What follows belongs to an exercise in optimizing a design on an open flow for a short achievable clock period and few clock cycles per item; a production flow would make more cautious choices. Function was checked by simulation only, so behaviour that the tests miss may differ from the original. Power and IR drop assume default switching activity.

`design/flow/design.v`:
```
`timescale 1ns/1ps
module ALU(
    input CLK,
    input rst,
    output reg [64 - 1:0]valE,  
    output reg [3:0]CC,  
    input [1:0]ALUfun,  
    input [64 - 1:0]ALUA,  
    input [64 - 1:0]ALUB,  
    input set_cond
);
     always@(*) begin
        case(ALUfun)
            2'b00 : begin
                valE = ALUB + ALUA;
            end
            2'b01 : begin
                valE = ALUB - ALUA;
            end
            2'b10 : begin
                valE = ALUB & ALUA;
            end
            2'b11 : begin
                valE = ALUB | ALUA;
            end
        endcase
    end
    always@(posedge CLK) begin
        if (rst) begin
            CC <= 4'b0001;
        end else if (set_cond) begin
            CC[0] <= valE == 0;
            CC[1] <= valE[64 - 1] == 1;
            CC[2] <= ((ALUB[64 - 1]^(ALUfun == 2'b01)) == ALUA[64 - 1]) && (ALUB[64 - 1] != valE[64 - 1]);
            CC[3] <= (valE < ALUA);
        end
    end
endmodule
`timescale 1ns/1ps
module ALUA(
    input [64 - 1:0]valA,
    input [64 - 1:0]valC,
    input [3:0]icode,
    output reg [64 - 1:0]OUT
);
    always@(*) begin
        case(icode)
            4'b0110, 4'b0010, 4'b0010 : OUT = valA;
            4'b0100, 4'b0011, 4'b0101 : OUT = valC;
            4'b1010, 4'b1011, 4'b1000, 4'b1001 : OUT = 8;
            default : OUT = 0; 
        endcase
    end
endmodule
module ALUB(
    input [64 - 1:0] valB,
    input [64 - 1:0] valC,
    input [3:0]icode,
    output reg[64 - 1:0]OUT
);
    always@(*) begin
        case(icode)
            4'b0110, 4'b0100, 4'b0101, 4'b1010, 4'b1011, 4'b1000, 4'b1001 : OUT = valB;
            default : OUT = 0;
        endcase
    end
endmodule
module ALUFUN(
    input [3:0]icode,
    input [3:0]ifun,
    output reg [1:0]OUT
);
    always@(*) begin
        case(icode)
            4'b0010, 4'b0100, 4'b0011, 4'b0101, 4'b1011, 4'b1001, 4'b0010 : OUT = 2'b00;
            4'b1010, 4'b1000 : OUT = 2'b01;
            default : OUT = ifun;  
        endcase
    end
endmodule
module SET_CC(
    input [3:0]icode,
    output reg OUT
);
    always@(*) begin
        OUT = (icode == 4'b0110);
    end
endmodule
module COND(
    input [3:0]ifun,
    input [3:0]CC,
    output reg OUT
);
    wire [6:0]Rels;  
    assign Rels[0] = 1;
    assign Rels[3] = CC[0];
    assign Rels[4] = ~CC[0];
    assign Rels[2] = CC[1] ^ CC[2];  
    assign Rels[5] = ~Rels[2];
    assign Rels[6] = Rels[5] & (~CC[0]);
    assign Rels[1] = Rels[2] | CC[0];
    always@(*) begin
        OUT = (ifun < 7) ? Rels[ifun[2:0]] : 1'b0;
    end
endmodule
`timescale 1ns/1ps
module ALU_MODULE(
    input CLK,
    input rst,
    input [3:0] icode,
    input [3:0] ifun,
    input [64 - 1:0]valA,
    input [64 - 1:0]valB,
    input [64 - 1:0]valC,
    output Cnd,
    output [64 - 1:0]valE
);
    wire [64 - 1:0]OUTA;
    wire [64 - 1:0]OUTB;
    wire [1:0]OUTALUFun;
    wire OUTSet_cc;
    wire OUTCond;
    wire [3:0]CC;
    assign Cnd = OUTCond;
    ALUA alua(
        .valA(valA),
        .valC(valC),
        .icode(icode),
        .OUT(OUTA)
    );
    ALUB alub(
        .valB(valB),
        .valC(valC),
        .icode(icode),
        .OUT(OUTB)
    );
    ALUFUN alufun(
        .icode(icode),
        .ifun(ifun),
        .OUT(OUTALUFun)
    );
    SET_CC set_cc(
        .icode(icode),
        .OUT(OUTSet_cc)
    );
    COND cond(
        .ifun(ifun),
        .CC(CC),
        .OUT(OUTCond)
    );
    ALU alu(
        .CLK(CLK),
        .rst(rst),
        .valE(valE),
        .CC(CC),
        .ALUfun(OUTALUFun),
        .ALUA(OUTA),
        .ALUB(OUTB),
        .set_cond(OUTSet_cc)
    );
endmodule
`timescale 1ns/1ps
module INSTRU_MEN (
    input [64 - 1: 0]PC,
    input [79:0]INSTR,
    output reg[3:0]icode,
    output reg[3:0]ifun,
    output reg[3:0]rA,
    output reg[3:0]rB,
    output reg[64 - 1: 0]valC
);
    reg [7:0]INSTRUCTION;
    reg [7:0]REGISTER;
    always@(*) begin
        INSTRUCTION = INSTR[7:0];
        REGISTER = INSTR[15:8];
        ifun = INSTRUCTION[3:0];
        icode = INSTRUCTION[7:4];
        rB = REGISTER[3:0];
        rA = REGISTER[7:4];
        if (icode == 4'b0111 || icode == 4'b1000) begin
            valC = INSTR[71:8];
        end else begin
            valC = INSTR[79:16];
        end
    end
endmodule
`timescale 1ns/1ps
module INSTRU_MEM_MODULE (
    input [64 - 1: 0]PC,
    input [79:0] INSTR,
    output [3:0] icode,
    output [3:0] ifun,
    output [3:0] rA,
    output [3:0] rB,
    output [64 - 1:0]valC
);
    INSTRU_MEN instru_men (
        .PC(PC),
        .INSTR(INSTR),
        .icode(icode),  
        .ifun(ifun),
        .rA(rA),
        .rB(rB),
        .valC(valC)
    );
endmodule
`timescale 1ns/1ps
module MEM_ADDR(
    input wire [64 - 1 : 0] valE,
    input wire [64 - 1 : 0] valA,
    input wire [4 - 1 : 0] icode,
    output reg [64 - 1 : 0 ] OUT
);
    always@(*) begin
        case (icode) 
            4'b0100, 4'b1010, 4'b1000, 4'b0101 : 
                OUT = valE;
            4'b1011, 4'b1001:
                OUT = valA;
             default : 
                 OUT = valE;
        endcase
    end
endmodule 
module MEM_DATA(
    input wire [64 - 1 : 0] valP,
    input wire [64 - 1 : 0] valA,
    input wire [4 - 1 : 0] icode,
    output reg [64 - 1 : 0] OUT
);
    always@(*) begin 
        case(icode)
            4'b0100, 4'b1010:
                OUT = valA;
            4'b1000:
                OUT = valP;
             default:
                OUT = valA;
        endcase
    end
endmodule  
module MEM_WRITE(
    input wire [4 - 1 : 0] icode,
    output reg write
);
    always@(*) begin 
        case(icode)
            4'b0100, 4'b1010, 4'b1000:
                write = 1;
            default:
                write = 0;
        endcase
    end
endmodule  
`timescale 1ns/1ps
module MEMORY_MODULE(
    input [64 - 1 : 0] valP,
    input [64 - 1 : 0] valA,
    input [64 - 1 : 0] valE,
    input [4 - 1 : 0] icode,
    input [64 - 1 : 0] rdata,
    output [64 - 1 : 0] addr,
    output [64 - 1 : 0] wdata,
    output write,
    output [64 - 1 : 0] valM
);
    MEM_ADDR mem_addr1(
        .valE(valE),
        .valA(valA),
        .icode(icode),
        .OUT(addr)
    );
    MEM_DATA mem_data1(
        .valP(valP),
        .valA(valA),
        .icode(icode),
        .OUT(wdata)
    );
    MEM_WRITE mem_write1(
        .icode(icode),
        .write(write)
    );
    assign valM = rdata;
endmodule
`timescale 1ns/1ps
module PC (
    input CLK,
    input rst,
    output reg [64 - 1 : 0] NEW_PC,
    input [3:0]icode,
    input Cnd,
    input [64 - 1 : 0] valC,
    input [64 - 1 : 0] valM,
    input [64 - 1: 0] valP
);
    always @(posedge CLK) begin
        if (rst) begin
            NEW_PC <= 0;
        end else if (icode == 4'b1000) begin
            NEW_PC <= valC;
        end else if ((icode == 4'b0111) && Cnd) begin
            NEW_PC <= valC;
        end else if (icode == 4'b1001) begin
            NEW_PC <= valM;
        end else begin
            NEW_PC <= valP;
        end
    end
endmodule
`timescale 1ns/1ps
module PC_INCRE (
    output reg[64 - 1 : 0] valP,
    input [3:0] icode,
    input [64 - 1 : 0] PC
);
    always@(*) begin
      case (icode)
        4'b0000 : valP = PC;
        4'b0001, 4'b1001 : valP = PC + 1;
        4'b0010, 4'b0110, 4'b0010, 4'b1010, 4'b1011 : valP = PC + 2;
        4'b0111, 4'b1000 : valP = PC + 9;
        4'b0011, 4'b0100, 4'b0101 : valP = PC + 10;
        default: 
            valP = PC;
      endcase
    end
endmodule
`timescale 1ns/1ps
module PC_MODULE(
    input CLK,
    input rst,
    output [64 - 1:0]valP,
    output [64 - 1:0]PC,
    input [3:0]icode,
    input Cnd,
    input [64 - 1:0] valC,
    input [64 - 1:0] valM
);
    PC_INCRE pc_incre(
        .valP(valP),
        .icode(icode),
        .PC(PC)
    );
    PC pc(
        .CLK(CLK),
        .rst(rst),
        .NEW_PC(PC),
        .icode(icode),
        .Cnd(Cnd),
        .valC(valC),
        .valM(valM),
        .valP(valP)
    );
endmodule
`timescale 1ns/1ps
module REGESTER_FILE (
    input CLK,
    input rst,
    output reg[64 - 1:0]valA,
    output reg[64 - 1:0]valB,
    input [4 - 1:0]srcA,
    input [4 - 1:0]srcB,
    input [64 - 1:0]valE,
    input [64 - 1:0]valM,
    input [4 - 1:0]destE,
    input [4 - 1:0]destM
);
    reg [64 - 1:0]data[16 - 1 : 0];
    always@(posedge CLK) begin
        if (!rst) begin
            data[destE] <= valE;
            data[destM] <= valM;
        end
    end
    always@(*) begin
        valA = data[srcA];
        valB = data[srcB];
    end
endmodule
`timescale 1ns/1ps
module SRC_A(
    input [4 - 1: 0]rA,
    input [3:0] icode,
    output reg [3:0] OUT
);
    always@(*) begin
        case(icode)
            4'b0011, 4'b0101, 4'b0111, 4'b1000:
                OUT = 4'b1111;
            4'b1011, 4'b1001 :
                OUT = 4'b0100;
            default :
                OUT = rA;
        endcase
    end
endmodule
module SRC_B(
    input [4 - 1: 0] rB,
    input [3:0] icode,
    output reg [3:0] OUT
);
    always@(*) begin
        case (icode)
            4'b0010, 4'b0011, 4'b0111 :
                OUT = 4'b1111;
            4'b1010, 4'b1011, 4'b1000, 4'b1001 :
                OUT = 4'b0100;
            default :
                OUT = rB;
        endcase
    end
endmodule
module DEST_E(
    input [4 - 1:0] rB,
    input [3:0] icode,
    input Cnd,
    output reg [3:0] OUT
);
    always@(*) begin
        case(icode)
            4'b0010 : begin
                if (Cnd) begin
                    OUT = rB;
                end else begin
                    OUT = 4'b1111;
                end
            end
            4'b0000, 4'b0001, 4'b0100, 4'b0101, 4'b0111 :
                OUT = 4'b1111;
            4'b1010, 4'b1011, 4'b1000, 4'b1001 :
                OUT = 4'b0100;
            default :
                OUT = rB;
        endcase
    end
endmodule
module DEST_M(
    input [4 - 1: 0] rA,
    input [3:0] icode,
    output reg [3:0] OUT
);
    always@(*) begin
        case(icode)
            4'b0101, 4'b1011 :
                OUT = rA;
            default :
                OUT = 4'b1111;
        endcase
    end
endmodule
`timescale 1ns/1ps
module REGISTER_FILE_MODULE(
    input [4 - 1:0] rA,
    input [4 - 1:0] rB,
    input CLK,
    input rst,
    input [3:0] icode,
    input Cnd,
    output [64 - 1:0] valA,
    output [64 - 1:0] valB,
    input [64 - 1:0] valE,
    input [64 - 1:0] valM
);
    wire [3:0]OUTA;
    wire [3:0]OUTB;
    wire [3:0]OUTE;
    wire [3:0]OUTM;
    SRC_A src_a(
        .rA(rA),
        .icode(icode),
        .OUT(OUTA)
    );
    SRC_B src_b(
        .rB(rB),
        .icode(icode),
        .OUT(OUTB)
    );
    DEST_E dest_e(
        .rB(rB),
        .icode(icode),
        .Cnd(Cnd),
        .OUT(OUTE)
    );
    DEST_M dest_m(
        .rA(rA),
        .icode(icode),
        .OUT(OUTM)
    );
    REGESTER_FILE regester_file(
        .CLK(CLK),
        .rst(rst),
        .valA(valA),
        .valB(valB),
        .srcA(OUTA),
        .srcB(OUTB),
        .valE(valE),
        .valM(valM),
        .destE(OUTE),
        .destM(OUTM)
    );
endmodule
`timescale 1ns/1ps
module CPU(
    input CLK,
    input rst,                           
    output [64 - 1:0] imem_addr,  
    input  [79:0] imem_data,             
    output [64 - 1:0] dmem_addr,
    output [64 - 1:0] dmem_wdata,
    output dmem_we,
    input  [64 - 1:0] dmem_rdata,  
    output halt
);
    wire [64 - 1:0]PC;
    wire [3:0] icode;
    wire Cnd;
    wire [64 - 1:0] valC;
    wire [64 - 1:0] valM;
    wire [64 - 1:0] valP;
    PC_MODULE pc_module(
        .CLK(CLK),
        .rst(rst),
        .icode(icode),
        .Cnd(Cnd),
        .valC(valC),
        .valM(valM),
        .valP(valP),
        .PC(PC)
    );
    wire [3:0] ifun;
    wire [3:0] rA;
    wire [3:0] rB;
    INSTRU_MEM_MODULE instru_mem_module(
        .PC(PC),
        .INSTR(imem_data),
        .icode(icode),
        .ifun(ifun),
        .rA(rA),
        .rB(rB),
        .valC(valC)
    );
    wire [64 - 1:0] valE;
    wire [64 - 1:0] valA;
    wire [64 - 1:0] valB;
    REGISTER_FILE_MODULE register_file_module(
        .rA(rA),
        .rB(rB),
        .CLK(CLK),
        .rst(rst),
        .icode(icode),
        .Cnd(Cnd),
        .valE(valE),
        .valM(valM),
        .valA(valA),
        .valB(valB)
    );
    ALU_MODULE alu_module(
        .CLK(CLK),
        .rst(rst),
        .icode(icode),
        .ifun(ifun),
        .valA(valA),
        .valB(valB),
        .valC(valC),
        .Cnd(Cnd),
        .valE(valE)
    );
    wire write_flag;
    MEMORY_MODULE memory_module(
        .valP(valP),
        .valA(valA),
        .valE(valE),
        .icode(icode),
        .rdata(dmem_rdata),
        .addr(dmem_addr),
        .wdata(dmem_wdata),
        .write(write_flag),
        .valM(valM)
    );
    assign imem_addr = PC;
    assign dmem_we = write_flag & ~rst;
    assign halt = (icode == 4'b0000);
endmodule
```
`design/flow/run.sh`:
```
#!/bin/bash
# synth_recipe.tcl (not shown) runs the flow's synth.tcl, then flattens the netlist and writes it again
# the make line also repeats each setting of config.mk as NAME=value (left out here)
make -C /OpenROAD-flow-scripts/flow DESIGN_CONFIG=/design/flow/config.mk WORK_HOME=/design/flow/orfs CLKGATE_MAP_FILE= SYNTH_SCRIPT=/design/flow/synth_recipe.tcl finish
```
`design/flow/config.mk`:
```
export PLATFORM = sky130hd
export DESIGN_NAME = CPU
export DESIGN_NICKNAME = CPU
export VERILOG_FILES = /design/flow/design.v
export SDC_FILE = /design/flow/constraint.sdc
export NUM_CORES = 4
export LEC_CHECK = 0
export CAP_MARGIN = 20
export CORE_MARGIN = 2
export CORE_UTILIZATION = 20
export PLACE_DENSITY = 0.4
export SETUP_SLACK_MARGIN = 4
export SLEW_MARGIN = 20
```
`design/flow/constraint.sdc`:
```
create_clock -name core_clock -period 14.0 [get_ports {CLK}]
set_input_delay 2.8000 -clock core_clock [delete_from_list [all_inputs] [get_ports {CLK}]]
set_output_delay 2.8000 -clock core_clock [all_outputs]
set_load 0.01 [all_outputs]
```
==> summary.txt <==
## power breakdown
group / total [uW] / switching, uW / leakage [uW] / internal (uW)
clock network: 3780 / 1660 / 0.00219 / 2120
registers: 4150 / 111 / 0.00992 / 4040
logic: 6040 / 3720 / 0.0277 / 2310
## Yosys cell counts (16+ instances only)
cell type	count	share of area
a311oi_1	39	0.0045
and3_1	96	0.0080
a32oi_1	24	0.0028
o31ai_1	36	0.0036
a21oi_1	1092	0.073
nand2_1	1342	0.067
xor2_1	77	0.0090
or2_2	23	0.0019
and2_1	24	0.0020
o21ai_0	651	0.043
maj3_1	34	0.0045
a211oi_1	162	0.016
a31oi_1	113	0.0094
a2111oi_0	31	0.0036
nand4_1	74	0.0062
a211o_1	16	0.0019
inv_1	52	0.0026
dfxtp_1	67	0.018
nand2b_1	28	0.0023
o221ai_1	36	0.0042
mux2i_1	245	0.033
o211ai_1	37	0.0037
nor3_1	122	0.0081
a22oi_1	42	0.0042
o22ai_1	73	0.0061
nor4_1	24	0.0020
edfxtp_1	1024	0.41
o21ai_1	22	0.0015
mux4_2	33	0.0099
ha_1	70	0.012
a221oi_1	139	0.016
clkbuf_1	615	0.031
mux2_2	60	0.0090
nand3_1	418	0.028
buf_1	149	0.0074
or3_1	17	0.0014
a21o_1	62	0.0062
a221o_1	55	0.0073
buf_6	20	0.0030
a31o_2	16	0.0019
nor2b_1	29	0.0024
buf_2	130	0.0087
nor2_1	1185	0.059
xnor2_1	92	0.011
## kinds of logic after synthesis
family	share of synthesized area
compound gates	0.233
xor+xnor	0.0197
fa+ha+maj	0.0164
buf+inv	0.0551
flops	0.427
mux	0.0518
simple gates	0.197
## per-layer routing
| layer | up-vias | global-route usage | routed length, um |
|---|---|---|---|
| met5 | - | 0 | 343 |
| met4 | 48 | 0.175 | 42800 |
| met3 | 1565 | 0.0767 | 66000 |
| met2 | 6709 | 0.436 | 244000 |
| met1 | 43600 | 0.389 | 237000 |
| li1 | 35700 | - | - |
## final timing paths
check,slack [ps],depth (start not counted),endpoint
setup / recovery,520,41,dmem_addr[63]
hold reg to reg,510,2,alu_module.alu.CC[0]$_SDFFE_PP1P_
hold / removal,510,2,alu_module.alu.CC[0]$_SDFFE_PP1P_
setup reg to reg,5520,35,alu_module.alu.CC[0]$_SDFFE_PP1P_
## what timing repair did
action                     CTS  global route
gates resized for setup    449           546
setup endpoints to repair  637           220
gates cloned                 6             2
hold endpoints to repair     0             0
pin swaps                  163           206
buffers inserted           134           142
## worst max-delay path, delay by kind of cell
kind | cells | cell delay, ps
buf+inv | 18 | 2390
xor+xnor | 1 | 140
fa+ha+maj | 1 | 370
simple gates | 10 | 2500
compound gates | 9 | 1940
mux | 2 | 480
## registers in the layout (all words and copies together) (netlist names)
| signal | flops |
|---|---|
| register_file_module.regester_file.data | 1024 |
| pc_module.pc.NEW_PC | 64 |
| alu_module.alu.CC | 3 |
## stage by stage
| stage | setup TNS (ps) | total power (uW) | instance area [sq um] |
|---|---|---|---|
| floorplan | 0 | 6610 | 76200 |
| global placement | -3460 | 9430 | 95000 |
| detailed placement | -3330 | 9480 | 95000 |
| CTS | 0 | 13500 | 102000 |
| global route | 0 | 14300 | 105000 |
| finish | 0 | 14000 | 105000 |
## cells in the final DEF (no fill, tap or decap), types with 151 or more instances in the layout
cell | synthesis | routed
o21ai_0 | 651 | 566
clkdlybuf4s50_1 | 0 | 244
edfxtp_1 | 1024 | 1024
clkbuf_16 | 0 | 151
buf_4 | 12 | 1444
nor2_1 | 1185 | 1130
nand2_1 | 1342 | 1300
nand3_1 | 418 | 406
buf_6 | 20 | 170
a21oi_1 | 1092 | 994
mux2i_1 | 245 | 203
## layout make-up
| class | instances | area [sq um] |
|---|---|---|
| flip-flops and latches | 1091 | 32100 |
| repair buffers | 2079 | 18900 |
| diodes | 32 | 80.1 |
| fillers | 40100 | 270000 |
| clock inverters | 74 | 636 |
| clock buffers | 179 | 3880 |
| well taps | 4994 | 6250 |
| multi-input cells | 6910 | 43300 |
| inverters | 55 | 213 |
==> results.tsv <==
stage	metric	value	unit
worst_hold_path	source of the worst hold timing path	alu_module.alu.CC[0]$_SDFFE_PP1P_	
cts	deepest level of the CTS H-tree	4	
cells_and_area	post-route insts no fill	15400	
synthesis	sequential share of the synthesized area	0.427	
floorplan	number of top-level design ports	340	
cells_and_area	final-stage net count	10500	
synthesis	Post-Syn Area per Cell	8.37	sq um
grt	total routing resource utilization after global routing	0.297	
cts	CTS root buffer	clkbuf_16	
worst_hold_path	type of the most critical hold path	reg2reg	
setup_path	CP required	11200	ps
setup_path	slowest cell on the critical path	a222oi_1	
setup_path	delay of the slowest cell on the worst path	670	ps
grt	maximum number of pins on one net before global-route repair	75	
synthesis	Post-Synthesis Net Count	9204	
power	reported leakage power	0.0398	uW
setup_path	critical path class	in2out	
sta	fmax	74.2	MHz
synthesis	synthesized netlist cell count	8987	
sta	Fin. Hold Viols	0	
synthesis	Seq cells post-synth	1091	
sta	portion of the clock cycle consumed by the worst path in the final layout	0.963	
status	status	timing/DRC/antenna clean	
synthesis	Post-synth ARST share	0	
setup_path	most frequent cell on the critical path	buf_6	
place	HPWL reported at the end of detailed placement	427	mm
floorplan	die span in y	617	um
routing	remaining routing DRC violations	0	
place	dpl cells	14800	
setup_path	worst endpoint data arrival time	10680	ps
cells_and_area	fraction of layout cells with a size suffix above 1	0.266	
synthesis	Yosys warnings	17	
grt	number of global-route vias before repair	80000	
cells_and_area	end-of-flow core utilization	0.281	
sta	setup repair after global routing missed its margin	true	
cts	hold-fix buffer count after cts	0	
cts	total number of clock tree sinks	1091	
cts	clock-pin slew on the worst setup and hold paths	60	ps
floorplan	Die Outline Area	381000	sq um
setup_path	startpoint of the lowest-slack register-to-register path	register_file_module.regester_file.data[10][5]$_DFFE_PP_	
floorplan	area of the placeable core	375000	sq um
floorplan	number of placement rows	225	
grt	total gr overflow	0	
place	count of input and output buffers	339	
sta	worst slew margin relative to its limit	0.133	
sta	clk_skew	94.0	ps
grt	initial antenna violation count	90	
grt	wire length of the first global-routing pass	766	mm
setup_path	CP Launch Point	imem_data[5]	
sta	Setup-failing EPs final	0	
sta	Worst Hold Slack	511	ps
cts	clock tree from TritonCTS	built	
sta	setup slack after layout	523	ps
routing	Routed WL per cell	38.3	um
cts	Num CTS Buffers	146	
place	pre-CTS worst setup slack	-818	ps
setup_path	capturing element type of the critical path	primary output	
routing	initial drt markers	14500	
routing	DR vias	87600	
synthesis	dominant synthesized flop cell	edfxtp_1	
cts	Worst-Skew Late Latency	890	ps
cts	clk buf depth	4	
synthesis	Netlist Area Pre-Place	75200	sq um
routing	number of detailed-route iterations in the first pass	7	
setup_path	type of element launching the critical path	input pin	
routing	Total Wirelength	591	mm
synthesis	number of flops mapped to enable cells by yosys	1024	
synthesis	Distinct cells, synth	113	
run	maximum capacitance violations	0	
sta	crit path time final	13480	ps
power	Peak supply drop	0.0813	mV
setup_path	critical-path maximum fanout	5	
cells_and_area	signed area change from the synthesized netlist to the final layout	40.2	%
floorplan	initial cell density of the core	0.201	
sta	Final Max Tran Viols	0	
routing	mean number of vias per cell	5.68	
place	final weighted congestion of routability-driven global placement	1.03	
floorplan	width of the die	617	um
power	PD cells	132	nW/um^2
sta	transition time at the pin with the least slew margin	1300	ps
routing	number of routed nets with antenna violations	0	
Testbench counts, summed over its fixed seeds: cycles 22,184, insns 22,184.

## re-timing with driven ports
No port has a modelled driver above. Below, the same layout with a new extraction and two added sets of constraints.
Step 1, drivers: a clkbuf_16 drives CLK and a buf_2 each remaining input, both assumed.
Step 2 adds t to the input delays and takes it off the output delays; t is the mean of the earliest and latest rising clock arrival at the registers after step 1. Input paths then give back, and output paths get back, about the clock's delay inside the block.
Slacks: ideal ports / drivers / drivers and shift; pairs: ideal ports / drivers.
t (ns): 0.957
setup WS [ns]: 0.523 / 0.492 / 0.492
latest minus earliest clock arrival (ns): 0.094 / 0.094
worst slew at a driven data input, ns: 0.27
cell pins on the clock port's net: 1
After both steps setup and hold are still met in this run. The setup slack of this run moves by -0.031 ns with the drivers and by -0.031 ns with both steps.
